This is an optimization exercise on Yosys and OpenROAD, whose aim is small area, not a production implementation. The RTL was checked by simulation tests, not by an equivalence proof against the original design. Power and IR drop assume default switching activity.

==> flow/design.v <==
`timescale 1ns / 1ps
module sd_frame_reader_top
#(
  parameter SYSCLK_HZ      = 100_000_000,
  parameter INIT_DIV       = 16'd250,
  parameter DATA_DIV       = 16'd2,
  parameter LBA_START      = 32'd2048,
  parameter BLOCKS_TO_READ = 32'd600
)
(
  input  wire        clk,
  input  wire        rst,
  output wire        sd_sck,
  output wire        sd_mosi,
  input  wire        sd_miso,
  output wire        sd_cs_n,
  output wire [31:0] waddr,
  output reg  [7:0]  wdata,
  output wire        we,
  output wire        frame_done,
  output wire        init_ready,
  output wire        init_is_sdhc,
  output wire        any_error
);
  localparam [4:0]
    S_RST      = 5'd0,
    S_DUMMY    = 5'd1,
    S_CMD0_S   = 5'd8,
    S_CMD0_R   = 5'd16,
    S_CMD8_S   = 5'd9,
    S_CMD8_R   = 5'd17,
    S_CMD8_RD  = 5'd2,
    S_LOOP     = 5'd3,
    S_CMD55_S  = 5'd11,
    S_CMD55_R  = 5'd19,
    S_ACMD41_S = 5'd10,
    S_ACMD41_R = 5'd18,
    S_CMD58_S  = 5'd12,
    S_CMD58_R  = 5'd20,
    S_CMD58_RD = 5'd4,
    S_CMD16_S  = 5'd13,
    S_CMD16_R  = 5'd21,
    S_ERR_I    = 5'd6,
    S_DONE     = 5'd5,
    S_RCMD_S   = 5'd14,
    S_RCMD_R   = 5'd22,
    S_WTOK     = 5'd7,
    S_STRF     = 5'd24,
    S_STREAM   = 5'd25,
    S_DROP     = 5'd26,
    S_BLK      = 5'd27,
    S_NEXT     = 5'd28,
    S_STOP_S   = 5'd15,
    S_STOP_R   = 5'd23,
    S_FIN      = 5'd29,
    S_ERR_R    = 5'd30;
  reg [4:0]  state;
  reg [16:0] R;
  wire [3:0] idx = R[11:8];
  reg [4:0]  e;
  reg [7:0]  rx;
  reg        sdhc;
  reg [18:0] addr;
  wire idle  = (e == 5'd0);
  wire start = (e == 5'd1);
  wire done  = (e == 5'd2);
  wire busy  = e[4];
  wire sck   = e[4] & e[0];
  wire [2:0] bitc = ~e[3:1];
  wire rd    = (state == S_RCMD_S) | (state == S_RCMD_R) | (state == S_WTOK) |
               (state == S_STRF) | (state == S_STREAM) | (state == S_DROP) |
               (state == S_BLK) | (state == S_NEXT) | (state == S_STOP_S) |
               (state == S_STOP_R) | (state == S_FIN) | (state == S_ERR_R);
  wire st_send  = (state[4:3] == 2'b01);
  wire st_r1    = (state[4:3] == 2'b10);
  wire st_long  = st_r1 & !state[2] & !(state[1] & state[0]);
  wire st_short = st_r1 & (state[2] ^ (state[1] & state[0])) & !(state[2] & state[1]);
  wire st_wait  = (st_r1 & state[2] & state[1]) | (state == S_WTOK);
  wire st_poll  = st_long | st_short | st_wait;
  wire st_read  = (state == S_CMD8_RD) | (state == S_CMD58_RD);
  wire st_err   = (state == S_ERR_I) | (state == S_ERR_R);
  wire lim = st_long  ? &R[15:8] :
             st_short ? &R[14:8] :
             (R[16] & R[13] & R[12] & R[11] & R[7]);    
  wire rx_ff = &rx;
  wire rx_00 = ~|rx;
  wire rx_01 = (rx == 8'h01);
  wire wr_st = (state == S_STREAM) || (state == S_DROP && idx[0] == 1'b0);
  wire dv = idle && wr_st;
  assign we = start && wr_st;
  reg [7:0] tx;
  always @* begin
    case (state)
      S_CMD0_S:   case (idx[2:0]) 3'd1: tx = 8'h40; 3'd6: tx = 8'h95; default: tx = 8'h00; endcase
      S_CMD8_S:   case (idx[2:0]) 3'd1: tx = 8'h48; 3'd4: tx = 8'h01; 3'd5: tx = 8'hAA; 3'd6: tx = 8'h87; default: tx = 8'h00; endcase
      S_CMD55_S:  case (idx[2:0]) 3'd1: tx = 8'h77; 3'd6: tx = 8'h65; default: tx = 8'h00; endcase
      S_ACMD41_S: case (idx[2:0]) 3'd1: tx = 8'h69; 3'd2: tx = 8'h40; 3'd6: tx = 8'h77; default: tx = 8'h00; endcase
      S_CMD58_S:  case (idx[2:0]) 3'd1: tx = 8'h7A; 3'd6: tx = 8'hFD; default: tx = 8'h00; endcase
      S_CMD16_S:  case (idx[2:0]) 3'd1: tx = 8'h50; 3'd4: tx = 8'h02; 3'd6: tx = 8'h15; default: tx = 8'h00; endcase
      S_RCMD_S:   case (idx[2:0]) 3'd1: tx = 8'h52; 3'd3: tx = sdhc ? 8'h00 : 8'h10; 3'd4: tx = sdhc ? 8'h08 : 8'h00; 3'd6: tx = 8'hFF; default: tx = 8'h00; endcase
      S_STOP_S:   case (idx[2:0]) 3'd1: tx = 8'h4C; 3'd6: tx = 8'hFD; default: tx = 8'h00; endcase
      default:    tx = 8'hFF;
    endcase
  end
  assign sd_sck       = sck;
  assign sd_mosi      = busy ? tx[bitc] : 1'b1;
  assign sd_cs_n      = (state == S_RST) | (state == S_DUMMY) |
                        ((state == S_CMD0_S) & (idx[2:0] == 3'd0)) |
                        ((state == S_DONE) & (idx[1:0] != 2'd0)) |
                        (state == S_FIN) | (st_err & idx[0]);
  assign waddr        = {13'd0, addr};
  assign init_ready   = rd | ((state == S_DONE) & (idx[1:0] != 2'd0));
  assign init_is_sdhc = sdhc;
  assign any_error    = st_err;
  assign frame_done   = (state == S_FIN) & (idx[1:0] == 2'd1);
  wire tc  = rd ? R[1] : (&R[7:3] & R[1]);
  always @(posedge clk) begin
    if (busy && tc && !sck) rx <= {rx[6:0], sd_miso};
  end
  reg [4:0] nstate;
  reg       issue, iinc, go;
  always @* begin
    nstate = state;
    go     = 1'b0;
    issue  = 1'b0;
    iinc   = 1'b0;
    if (st_send) begin
      if (idle) begin
        if (!(idx[2] & idx[1])) begin issue = 1'b1; iinc = 1'b1; end
        else begin
          go = 1'b1;
          nstate = {2'b10, state[2:0]};
        end
      end
    end
    if (st_long | st_short) begin
      if (lim) begin go = 1'b1; nstate = S_ERR_I; end
      else begin
        issue = idle;
        if (done) begin
          case (state)
            S_CMD0_R:
              if (rx_01) begin go = 1'b1; nstate = S_CMD8_S; end
              else if (!rx_ff) begin go = 1'b1; nstate = S_ERR_I; end
            S_CMD8_R:
              if (rx_01 || rx == 8'h05) begin go = 1'b1; nstate = S_CMD8_RD; end
              else if (!rx_ff) begin go = 1'b1; nstate = S_ERR_I; end
            S_ACMD41_R:
              if (rx_00) begin go = 1'b1; nstate = S_CMD58_S; end
              else if (!rx_ff) begin go = 1'b1; nstate = S_LOOP; end
            S_CMD55_R:
              if (!rx_ff) begin go = 1'b1; nstate = S_ACMD41_S; end
            S_CMD58_R:
              if (rx_00) begin go = 1'b1; nstate = S_CMD58_RD; end
              else if (!rx_ff) begin go = 1'b1; nstate = S_ERR_I; end
            default:
              if (rx_00) begin go = 1'b1; nstate = S_DONE; end
              else if (!rx_ff) begin go = 1'b1; nstate = S_ERR_I; end
          endcase
        end
      end
    end
    if (st_wait) begin
      if (lim) begin go = 1'b1; nstate = S_ERR_R; end
      else issue = idle;
      if (done) begin
        case (state)
          S_RCMD_R:
            if (rx_00) begin go = 1'b1; nstate = S_WTOK; end
            else if (!rx_ff) begin go = 1'b1; nstate = S_ERR_R; end
          S_WTOK:
            if (rx == 8'hFE) begin go = 1'b1; nstate = S_STRF; end
          default:
            if (!rx_ff) begin go = 1'b1; nstate = S_FIN; end
        endcase
      end
    end
    if (st_read) begin
      if (!idx[2]) begin issue = idle; iinc = done; end
      else begin
        go = 1'b1;
        if (state == S_CMD8_RD) nstate = S_LOOP;
        else nstate = R[12] ? S_DONE : S_CMD16_S;
      end
    end
    if (st_err) iinc = !idx[0];
    case (state)
      S_RST: begin go = 1'b1; nstate = S_DUMMY; end
      S_DUMMY: begin
        if (!(idx[3] & idx[1])) begin issue = idle; iinc = done; end
        else begin go = 1'b1; nstate = S_CMD0_S; end
      end
      S_LOOP: begin go = 1'b1; nstate = S_CMD55_S; end
      S_DONE: begin
        iinc = 1'b1;
        if (idx[1] & idx[0]) begin go = 1'b1; nstate = S_RCMD_S; end
      end
      S_STRF: begin
        issue = idle;
        if (done) begin go = 1'b1; nstate = S_STREAM; end
      end
      S_STREAM: begin
        issue = idle;
        if (done && (&addr[8:0])) begin go = 1'b1; nstate = S_DROP; end
      end
      S_DROP: begin
        issue = idle; iinc = done;
        if (done && idx[0]) begin go = 1'b1; nstate = S_BLK; end
      end
      S_BLK:  begin go = 1'b1; nstate = (addr[18] & addr[15] & addr[13] & addr[12]) ? S_STOP_S : S_NEXT; end
      S_NEXT: begin go = 1'b1; nstate = S_WTOK; end
      S_FIN:  iinc = !idx[1];
      default: ;
    endcase
  end
  wire        pstep = issue & st_poll;
  wire        c0    = busy & !tc;
  wire        c2    = rd & pstep;
  wire        c8    = (!rd & pstep) | iinc;
  wire [1:0]  s0    = R[1:0] + {1'b0, c0};
  wire        k2    = (c0 & R[1] & R[0]) | c2;
  wire [5:0]  s2    = R[7:2] + {5'd0, k2};
  wire        k8    = (k2 & (&R[7:2])) | c8;
  wire [8:0]  s8    = R[16:8] + {8'd0, k8};
  wire        dclr  = start | (busy & tc);
  wire        ccs_ld = (state == S_CMD58_RD) & done & (idx[2:0] == 3'd0);
  always @(posedge clk) begin
    if (go) R <= 17'd0;
    else begin
      if (dclr) R <= {s8, rd ? s2 : 6'd0, 2'd0};
      else      R <= {s8, s2, s0};
      if (ccs_ld) R[12] <= rx[6];
    end
  end
  always @(posedge clk) begin
    if (rst) begin
      state <= S_RST;
      e     <= 5'd0;
      sdhc  <= 1'b0;
      wdata <= 8'd0;
      addr  <= 19'd0;
    end else begin
      state <= nstate;
      if (idle) begin
        if (issue) e <= 5'd1;
      end else if (start) e <= 5'd16;
      else if (done) e <= 5'd0;
      else if (busy && tc) e <= (&e[3:0]) ? 5'd2 : e + 5'd1;
      if (state == S_CMD58_RD && idx[2]) sdhc <= R[12];
      if (dv) begin
        wdata <= rx;
        addr  <= addr + 19'd1;
      end
    end
  end
endmodule
==> flow/flow/run.sh <==
#!/bin/bash
# Own layout flow: the standard synthesis, then an area re-mapping of the
# combinational logic (registers untouched), then the standard layout.
set -euo pipefail
W=$(pwd)
R=$W/orfs/results/$FLOW_PLATFORM/sd_frame_reader_top/base
YOSYS=$FLOW_HOME/../tools/install/yosys/bin/yosys
[[ -x $YOSYS ]] || YOSYS=yosys

export BUFFER_PORTS_ARGS="-buffer_cell sky130_fd_sc_hd__buf_1"
export CTS_ARGS="-sink_clustering_enable -repair_clock_nets -dont_use_dummy_load -buf_list sky130_fd_sc_hd__clkbuf_4"
export SKIP_REPAIR_TIE_FANOUT=1

bash standard.sh synth > $W/log_synth.txt 2>&1
cp $R/1_2_yosys.v $W/std_synth.v

export REMAP_LIB=$FLOW_HOME/platforms/$FLOW_PLATFORM/lib/sky130_fd_sc_hd__tt_025C_1v80.lib
export REMAP_TOP=$FLOW_TOP
export REMAP_IN=$W/std_synth.v
export REMAP_OUT=$W/remap.v
export REMAP_ABC_TIME=900
export REMAP_DONT_USE="$(cat $W/flow/dont_use.txt)"
$YOSYS -c $W/flow/remap.tcl > $W/log_remap.txt 2>&1

cp $W/remap.v $R/1_2_yosys.v
rm -f $R/1_synth.odb $R/1_synth.sdc
bash standard.sh > $W/log_layout.txt 2>&1
==> flow/flow/dont_use.txt <==
sky130_fd_sc_hd__probe_p_8 sky130_fd_sc_hd__probec_p_8 sky130_fd_sc_hd__lpflow_bleeder_1 sky130_fd_sc_hd__lpflow_clkbufkapwr_1 sky130_fd_sc_hd__lpflow_clkbufkapwr_16 sky130_fd_sc_hd__lpflow_clkbufkapwr_2 sky130_fd_sc_hd__lpflow_clkbufkapwr_4 sky130_fd_sc_hd__lpflow_clkbufkapwr_8 sky130_fd_sc_hd__lpflow_clkinvkapwr_1 sky130_fd_sc_hd__lpflow_clkinvkapwr_16 sky130_fd_sc_hd__lpflow_clkinvkapwr_2 sky130_fd_sc_hd__lpflow_clkinvkapwr_4 sky130_fd_sc_hd__lpflow_clkinvkapwr_8 sky130_fd_sc_hd__lpflow_decapkapwr_12 sky130_fd_sc_hd__lpflow_decapkapwr_3 sky130_fd_sc_hd__lpflow_decapkapwr_4 sky130_fd_sc_hd__lpflow_decapkapwr_6 sky130_fd_sc_hd__lpflow_decapkapwr_8 sky130_fd_sc_hd__lpflow_inputiso0n_1 sky130_fd_sc_hd__lpflow_inputiso0p_1 sky130_fd_sc_hd__lpflow_inputiso1n_1 sky130_fd_sc_hd__lpflow_inputiso1p_1 sky130_fd_sc_hd__lpflow_inputisolatch_1 sky130_fd_sc_hd__lpflow_isobufsrc_1 sky130_fd_sc_hd__lpflow_isobufsrc_16 sky130_fd_sc_hd__lpflow_isobufsrc_2 sky130_fd_sc_hd__lpflow_isobufsrc_4 sky130_fd_sc_hd__lpflow_isobufsrc_8 sky130_fd_sc_hd__lpflow_isobufsrckapwr_16 sky130_fd_sc_hd__lpflow_lsbuf_lh_hl_isowell_tap_1 sky130_fd_sc_hd__lpflow_lsbuf_lh_hl_isowell_tap_2 sky130_fd_sc_hd__lpflow_lsbuf_lh_hl_isowell_tap_4 sky130_fd_sc_hd__lpflow_lsbuf_lh_isowell_4 sky130_fd_sc_hd__lpflow_lsbuf_lh_isowell_tap_1 sky130_fd_sc_hd__lpflow_lsbuf_lh_isowell_tap_2 sky130_fd_sc_hd__lpflow_lsbuf_lh_isowell_tap_4
==> flow/flow/remap.tcl <==
# Area re-mapping of the standard synthesis netlist's combinational logic.
# Every register instance keeps its name and cell type; only the logic
# between registers and ports is re-synthesised (ABC, area oriented).
yosys -import
set lib      $::env(REMAP_LIB)
set top      $::env(REMAP_TOP)
set abc_time $::env(REMAP_ABC_TIME)
set du {}
foreach c $::env(REMAP_DONT_USE) { lappend du -dont_use $c }

read_liberty -ignore_miss_func $lib
read_verilog $::env(REMAP_IN)
hierarchy -top $top
# sequential cells stay instances
setattr -mod -set keep_hierarchy 1 sky130_fd_sc_hd__*df* sky130_fd_sc_hd__*dl*
flatten
opt_clean -purge
select -module $top
tee -o $::env(REMAP_OUT).pre_stat.txt stat
abc -liberty $lib {*}$du -script "+strash;&get,-n;&deepsyn,-J,300,-T,$abc_time;&dch,-f;&nf,-R,1000,-p,-F,10,-A,10,-a;&put;topo"
opt_clean -purge
splitnets
opt_clean -purge
hilomap -singleton -hicell sky130_fd_sc_hd__conb_1 HI -locell sky130_fd_sc_hd__conb_1 LO
insbuf -buf sky130_fd_sc_hd__buf_4 A X
opt_clean -purge
select -clear
select $top
write_verilog -noattr -nohex -nodec -selected $::env(REMAP_OUT)
==> flow/standard.sh <==
#!/bin/bash
# synth_recipe.tcl (not shown) runs the flow's synth.tcl, then flattens the netlist and writes it again
# the make line also repeats each setting of config.mk as NAME=value (left out here)
make -C /OpenROAD-flow-scripts/flow DESIGN_CONFIG=/design/flow/config.mk WORK_HOME=/design/flow/orfs CLKGATE_MAP_FILE= SYNTH_SCRIPT=/design/flow/synth_recipe.tcl "${@:-finish}"
==> flow/config.mk <==
export PLATFORM = sky130hd
export DESIGN_NAME = sd_frame_reader_top
export DESIGN_NICKNAME = sd_frame_reader_top
export VERILOG_FILES = /design/flow/design.v
export SDC_FILE = /design/flow/constraint.sdc
export NUM_CORES = 4
export LEC_CHECK = 0
export ABC_AREA = 1
export CAP_MARGIN = 20
export CORE_MARGIN = 2
export CORE_UTILIZATION = 60
export PLACE_DENSITY = 0.7
export SLEW_MARGIN = 20
==> flow/constraint.sdc <==
create_clock -name core_clock -period 10.0 [get_ports {clk}]
set_input_delay 2.0000 -clock core_clock [delete_from_list [all_inputs] [get_ports {clk}]]
set_output_delay 2.0000 -clock core_clock [all_outputs]
set_load 0.01 [all_outputs]
==> key figures <==
Logic synthesis
  – Area of the mapped netlist: 0.00334 sq mm
  – Synthesized Nets: 414
  – Mean Syn Cell Area: 8.13 sq um
  – Synth Warn #: 1
  – Syn Inst Count: 411

Floorplanning
  – Die Width: 78.6 um
  – Die H: 78.6 um
  – # rows: 27
  – Die ar.: 0.00618 sq mm
  – Io pins: 51
  – Core Region: 0.00544 sq mm
  – Initial Util: 61.4%

Timing
  – Part of the cycle the worst path needs: 49.7%
  – PnR worst setup slack: 5030 ps
  – Final hold viol count: 0
  – Tmin final: 4970 ps
  – Fmax: 0.201 GHz
  – Relative slew margins: 40.7%
  – Final Max Slew Viols: 0
  – RSZ-0062 raised after global routing: no
  – Final Setup Violations: 0
  – Setup TNS Final: 0 ps
  – Worst-margin pin slew: 867 ps
  – Layout Skew: 40.0 ps

Placed design
  – Inst Count DP: 481
  – Post-DP HPWL: 5.63 mm
  – Routability Congestion: 0.968
  – Pre-CTS setup slack: 5110 ps
  – Port buffer count: 37

Setup path
  – Crit. Startpoint: state[0]$_SDFF_PP0_
  – Crit path cell chain: nand2_1 -> nand2b_1 -> nand3b_1 -> a41o_1 -> a21oi_1 -> a211oi_1 -> a31oi_1 -> or3b_1 -> buf_1
  – Critical path peak fanout: 23
  – Critical Path Sink Type: output pin
  – CP Launch Type: register
  – Data required, critical path: 8000 ps
  – WS Path Type: register to output pin
  – WP buf/inv: 1
  – Worst path top cell family by delay: simple AND/OR/NAND/NOR gates
  – Crit path max-delay cell type: dfxtp_1
  – Worst Path Arrival: 2970 ps
  – R2R Path Start: e[4]$_SDFFE_PP0P_
  – CP max stage delay: 840 ps

CTS
  – Clock root buffer: clkbuf_4
  – Post-CTS setup buffer count: 0
  – Worst-Skew Late Latency: 420 ps
  – Clock transition at the registers of the reported paths: 90 ps
  – H-tree depth: 3
  – Post-CTS Resized: 0
  – Longest Clk Path Bufs: 2
  – Total clock sinks: 63
  – CTS tree: built
  – Hold_buf cts: 0
  – CTS buffer count: 9

Pwr
  – Leakage: 1.17 nW
  – Max VDD drop: 0.0990 mV
  – PwrDens: 153 mW/mm^2

Layout
  – Finished Core Util: 61.5%
  – Filler cells: 518
  – Antenna Cells: 0
  – Finished Layout Cells: 490
  – Nets: 423
  – Area Overhead vs Synth: 0.112%
  – Share of cells above drive strength 1: 2.39%

Routing
  – DRT iter0 DRCs: 248
  – Routed via count: 2987
  – # DRC: 0
  – Routed Antenna Nets: 0
  – TritonRoute pass-1 iters: 6
  – Vias/cell: 6.10
  – Final WL: 7.73 mm
  – Mean routed wirelength per cell: 15.8 um

Min path
  – Hold crit path type: register to register
  – HP Start: R[16]$_SDFF_PP0_

Global routing
  – Antenna violations before repair: 0
  – Vias in the first global route: 2775
  – Total grt overflow: 0
  – Tot GR Track Use: 27.0%
  – First-pass GRT wire length: 13.0 mm
  – Largest net degree at the start of global routing: 32

Run status
  – Outcome: finished clean

Job
  – Maxcap violations: 0
worst min-delay path: stages, from the launching register on:
cell	delay (ps)
dfxtp_1	340
a21oi_1	40
nor2_1	70
path summary, 6_finish.rpt:
kind,endpoint,slack (ps),cells past startpoint
worst min register to register,R[16]$_SDFF_PP0_,480,2
worst min-delay path,R[16]$_SDFF_PP0_,480,2
worst max register to register,addr[18]$_SDFFE_PP0P_,5060,17
worst max-delay path,sd_mosi,5030,9
flip-flops by register name (all words and copies together), names as in the netlist:
name,cells
R,17
addr,19
e,5
rx,8
sdhc,1
state,5
wdata,8
power by group:
part	total [mW]	switching [mW]	internal [mW]	leakage, nW
logic	0.101	0.0670	0.0339	0.610
clock network	0.119	0.0775	0.0416	0.0414
registers	0.291	0.0267	0.264	0.516
cell type report:
type | instances | area, sq um | share of cell area [%]
repair buffers | 38 | 146 | 4.38
flip-flops and latches | 63 | 1340 | 40.1
inverters | 3 | 11.3 | 0.337
clock buffers | 9 | 67.6 | 2.02
well taps | 72 | 90.1 | 2.69
multi-input cells | 305 | 1690 | 50.5
per-stage QoR:
| step | hold slack (ps) | power, mW | cell area [sq um] |
|---|---|---|---|
| finish | 484 | 0.511 | 3340 |
| detailed placement | 459 | 0.394 | 3280 |
| CTS | 484 | 0.512 | 3340 |
| global placement | 454 | 0.394 | 3280 |
| floorplan | 438 | 0.365 | 3340 |
| global route | 509 | 0.541 | 3340 |
per-layer routing:
metal | global-route usage [%] | up-vias | routed length (um)
li1 | - | 1476 | -
met3 | 5.17 | 21 | 370
met4 | 13.3 | 0 | 241
met1 | 34.9 | 1399 | 3550
met5 | 0 | - | 0
met2 | 43.1 | 91 | 3570
cells in the final DEF (no fill, tap or decap), types with 3 or more instances in the layout:
cell	count
a2111oi_0	4
a21oi_1	39
a22o_1	8
a31oi_1	8
and2_0	10
and3_1	14
buf_1	37
clkbuf_4	9
clkinv_1	3
dfxtp_1	55
edfxtp_1	8
nand2_1	35
nand2b_1	7
nand3_1	9
nand4_1	4
nor2_1	45
nor2b_1	10
nor3_1	37
nor3b_1	4
nor4_1	4
o21a_1	11
o21ai_0	20
or3_1	3
xor2_1	4

-- afterwards: timing with drivers on the ports --
The results above use ideal ports. As a check the final layout listed here was re-extracted and re-timed, cells and wires unchanged.
Step 1: set_driving_cell puts a clkbuf_16 on clk and a buf_2 on each other input, an assumption about the parent block.
Step 2 adds t to the input delays and takes it off the output delays; t is the mean of the earliest and latest rising clock arrival at the registers after step 1. Input paths then give back, and output paths get back, about the clock's delay inside the block.
Slacks: ideal / step 1 / step 2; pairs: ideal / step 1.
shift t [ns]: 0.431
setup slack, ns: 5.031 / 5.004 / 5.057
worst setup path at the end: register to register
worst slew at a driven data input, ns: 0.03
After both steps this run still meets setup and hold. The setup slack of this run moves by -0.027 ns with the drivers and by +0.026 ns with both steps.
